This design comes from an exercise in tuning for small area, a short achievable clock period and few clock cycles on the open sky130 flow, not from production work. In this exercise RTL edits were held to simulation tests only and were not proved equivalent to the original.

Design geofence, start of the top module:
module geofence (clk, reset, X, Y, valid, is_inside);
    input clk;
    input reset;
    input [9:0] X;
    input [9:0] Y;
    output valid;
    output is_inside;
    reg [3:0] phase;
    reg [9:0] tx, ty;
    reg       vsx, vsy, lsx, lsy, rsx, rsy;
    reg [9:0] vmx, vmy, lmx, lmy, rmx, rmy;
    reg       inside_acc;
    reg       _valid, _inside;
    assign valid = _valid;
    assign is_inside = _inside;
    wire [10:0] ex = {1'b0, X} + {1'b0, ~tx};
    wire [10:0] ey = {1'b0, Y} + {1'b0, ~ty};
    wire        dsx = ~ex[10];
    wire        dsy = ~ey[10];
    wire [9:0]  dmx = dsx ? ~ex[9:0] : ex[9:0] + 10'd1;
    wire [9:0]  dmy = dsy ? ~ey[9:0] : ey[9:0] + 10'd1;
    wire ge_l, ge_r;   
    geofence_cmp cmp_l (.a(lmx), .b(vmy), .c(vmx), .d(lmy), .msb(ge_l));
    geofence_cmp cmp_r (.a(rmx), .b(vmy), .c(vmx), .d(rmy), .msb(ge_r));
    wire s1l = lsx ^ vsy, s2l = vsx ^ lsy;
    wire s1r = rsx ^ vsy, s2r = vsx ^ rsy;
    wire nl1 = s1l, nl0 = s1l ^ (s1l == s2l);
    wire nr1 = s1r, nr0 = s1r ^ (s1r == s2r);
    wire nl = ge_l ? nl1 : nl0;
    wire nr = ge_r ? nr1 : nr0;
    wire active = (phase >= 4'd3) && (phase <= 4'd7);
  ...
For scale: roughly 1500 cells after synthesis.
==> module geofence, before the edit <==
module geofence (clk, reset, X, Y, valid, is_inside);
    input clk;
    input reset;
    input [9:0] X;
    input [9:0] Y;
    output valid;
    output is_inside;
    reg [3:0] phase;
    reg [9:0] tx, ty;
    reg       vsx, vsy, lsx, lsy, rsx, rsy;
    reg [9:0] vmx, vmy, lmx, lmy, rmx, rmy;
    reg       inside_acc;
    reg       _valid, _inside;
    assign valid = _valid;
    assign is_inside = _inside;
    wire [10:0] ex = {1'b0, X} + {1'b0, ~tx};
    wire [10:0] ey = {1'b0, Y} + {1'b0, ~ty};
    wire        dsx = ~ex[10];
    wire        dsy = ~ey[10];
    wire [9:0]  dmx = dsx ? ~ex[9:0] : ex[9:0] + 10'd1;
    wire [9:0]  dmy = dsy ? ~ey[9:0] : ey[9:0] + 10'd1;
    wire ge_l, ge_r;   
    geofence_cmp cmp_l (.a(lmx), .b(vmy), .c(vmx), .d(lmy), .msb(ge_l));
    geofence_cmp cmp_r (.a(rmx), .b(vmy), .c(vmx), .d(rmy), .msb(ge_r));
    wire s1l = lsx ^ vsy, s2l = vsx ^ lsy;
    wire s1r = rsx ^ vsy, s2r = vsx ^ rsy;
    wire nl1 = s1l, nl0 = s1l ^ (s1l == s2l);
    wire nr1 = s1r, nr0 = s1r ^ (s1r == s2r);
    wire nl = ge_l ? nl1 : nl0;
    wire nr = ge_r ? nr1 : nr0;
    wire active = (phase >= 4'd3) && (phase <= 4'd7);
    wire [3:0] upd_l_t = {nl1 & nr1, nl1 & nr0, nl0 & nr1, nl0 & nr0};
    wire [3:0] upd_r_t = {~nl1 & ~nr1, ~nl1 & ~nr0, ~nl0 & ~nr1, ~nl0 & ~nr0};
    wire upd_l = active & upd_l_t[{ge_l, ge_r}];
    wire upd_r = active & upd_r_t[{ge_l, ge_r}];
    wire wrap = nl & ~nr;
    always @(posedge clk or posedge reset) begin
        if (reset) begin
            phase <= 4'd0;
            _valid <= 1'b0;
            _inside <= 1'b0;
        end else begin
            phase <= (phase == 4'd8) ? 4'd0 : phase + 4'd1;
            _valid <= (phase == 4'd7);
            if (phase == 4'd7) _inside <= inside_acc | wrap;
        end
    end
    always @(posedge clk) begin
        if (phase == 4'd0) begin
            tx <= X;
            ty <= Y;
        end
        vsx <= dsx; vsy <= dsy; vmx <= dmx; vmy <= dmy;
        if (phase == 4'd2) begin
            lsx <= vsx; lsy <= vsy; lmx <= vmx; lmy <= vmy;
            rsx <= vsx; rsy <= vsy; rmx <= vmx; rmy <= vmy;
            inside_acc <= 1'b0;
        end else begin
            if (upd_l) begin
                lsx <= vsx; lsy <= vsy; lmx <= vmx; lmy <= vmy;
            end
            if (upd_r) begin
                rsx <= vsx; rsy <= vsy; rmx <= vmx; rmy <= vmy;
            end
            if (active & wrap) inside_acc <= 1'b1;
        end
    end
endmodule
Settings: LEC_CHECK=0, ABC_CLOCK_PERIOD_IN_PS=6000, CAP_MARGIN=20, CORE_MARGIN=2, CORE_UTILIZATION=60, SETUP_SLACK_MARGIN=5, SLEW_MARGIN=20; clock period 12.0 ns.
run.sh (not shown) runs the stock make flow with config.mk's settings and CLKGATE_MAP_FILE= SYNTH_SCRIPT=/design/flow/synth_recipe.tcl, a recipe that flattens the netlist after the stock synthesis.
The starting point passed the timing, design-rule and antenna checks.
Testbench counts at the start, summed over its fixed seeds: cycles 10,800.
Change:
--- a/flow/design.v
+++ b/flow/design.v
@@ -12,28 +12,19 @@
     reg       inside_acc;
     reg       _valid, _inside;
     assign valid = _valid;
     assign is_inside = _inside;
-    wire [10:0] ex = {1'b0, X} + {1'b0, ~tx};
-    wire [10:0] ey = {1'b0, Y} + {1'b0, ~ty};
-    wire        dsx = ~ex[10];
-    wire        dsy = ~ey[10];
-    wire [9:0]  dmx = dsx ? ~ex[9:0] : ex[9:0] + 10'd1;
-    wire [9:0]  dmy = dsy ? ~ey[9:0] : ey[9:0] + 10'd1;
+    wire       dsx = X < tx;
+    wire       dsy = Y < ty;
+    wire [9:0] dmx = dsx ? tx - X : X - tx;
+    wire [9:0] dmy = dsy ? ty - Y : Y - ty;
     wire ge_l, ge_r;   
     geofence_cmp cmp_l (.a(lmx), .b(vmy), .c(vmx), .d(lmy), .msb(ge_l));
     geofence_cmp cmp_r (.a(rmx), .b(vmy), .c(vmx), .d(rmy), .msb(ge_r));
     wire s1l = lsx ^ vsy, s2l = vsx ^ lsy;
     wire s1r = rsx ^ vsy, s2r = vsx ^ rsy;
-    wire nl1 = s1l, nl0 = s1l ^ (s1l == s2l);
-    wire nr1 = s1r, nr0 = s1r ^ (s1r == s2r);
-    wire nl = ge_l ? nl1 : nl0;
-    wire nr = ge_r ? nr1 : nr0;
-    wire active = (phase >= 4'd3) && (phase <= 4'd7);
-    wire [3:0] upd_l_t = {nl1 & nr1, nl1 & nr0, nl0 & nr1, nl0 & nr0};
-    wire [3:0] upd_r_t = {~nl1 & ~nr1, ~nl1 & ~nr0, ~nl0 & ~nr1, ~nl0 & ~nr0};
-    wire upd_l = active & upd_l_t[{ge_l, ge_r}];
-    wire upd_r = active & upd_r_t[{ge_l, ge_r}];
+    wire nl = (s1l == s2l) ? ~(s1l ^ ge_l) : s1l;
+    wire nr = (s1r == s2r) ? ~(s1r ^ ge_r) : s1r;
     wire wrap = nl & ~nr;
     always @(posedge clk or posedge reset) begin
         if (reset) begin
             phase <= 4'd0;
@@ -54,16 +45,16 @@
         if (phase == 4'd2) begin
             lsx <= vsx; lsy <= vsy; lmx <= vmx; lmy <= vmy;
             rsx <= vsx; rsy <= vsy; rmx <= vmx; rmy <= vmy;
             inside_acc <= 1'b0;
-        end else begin
-            if (upd_l) begin
+        end else if (phase >= 4'd3 && phase <= 4'd7) begin
+            if (nl & nr) begin
                 lsx <= vsx; lsy <= vsy; lmx <= vmx; lmy <= vmy;
             end
-            if (upd_r) begin
+            if (~nl & ~nr) begin
                 rsx <= vsx; rsy <= vsy; rmx <= vmx; rmy <= vmy;
             end
-            if (active & wrap) inside_acc <= 1'b1;
+            if (wrap) inside_acc <= 1'b1;
         end
     end
 endmodule
 module geofence_cmp(input [9:0] a,b,c,d, output msb);
Sequential share of layout area falls by 0.34 points; cell count rises by 2.4%; clock-buffer cell count rises by 1; global-route usage rises by 0.27 points; design area rises by 1.5%; core utilization falls by 0.74 points; wire length rises by 2.2%.
Testbench counts after the change, summed over its fixed seeds: cycles 10,800.

## port drivers added, routing unchanged
The flow's constraints put no driver on any port. The routed layouts listed below were extracted and timed again, unchanged, in two steps. Step 1 assumes that a clkbuf_16 drives the clock port and a buf_2 every other input. Step 2 adds t to the input delays and takes it off the output delays; t is the mean of the earliest and latest rising clock arrival at the registers after step 1. Input paths then give back, and output paths get back, about the clock's delay inside the block. Three values: ideal, step 1, step 2; two values: the first two.
| run | shift t [ns] | setup WS [ns] | worst hold slack (ns) | worst data-port slew with drivers (ns) | cell pins on the clock port's net |
|---|---|---|---|---|---|
| the first run | 0.377 | 5.330 / 5.330 / 5.330 | 0.481 / 0.481 / 0.481 | 0.03 | 1 |
| the second run | 0.380 | 5.301 / 5.301 / 5.301 | 0.467 / 0.467 / 0.467 | 0.03 | 1 |
After both steps every run listed still meets setup and hold.
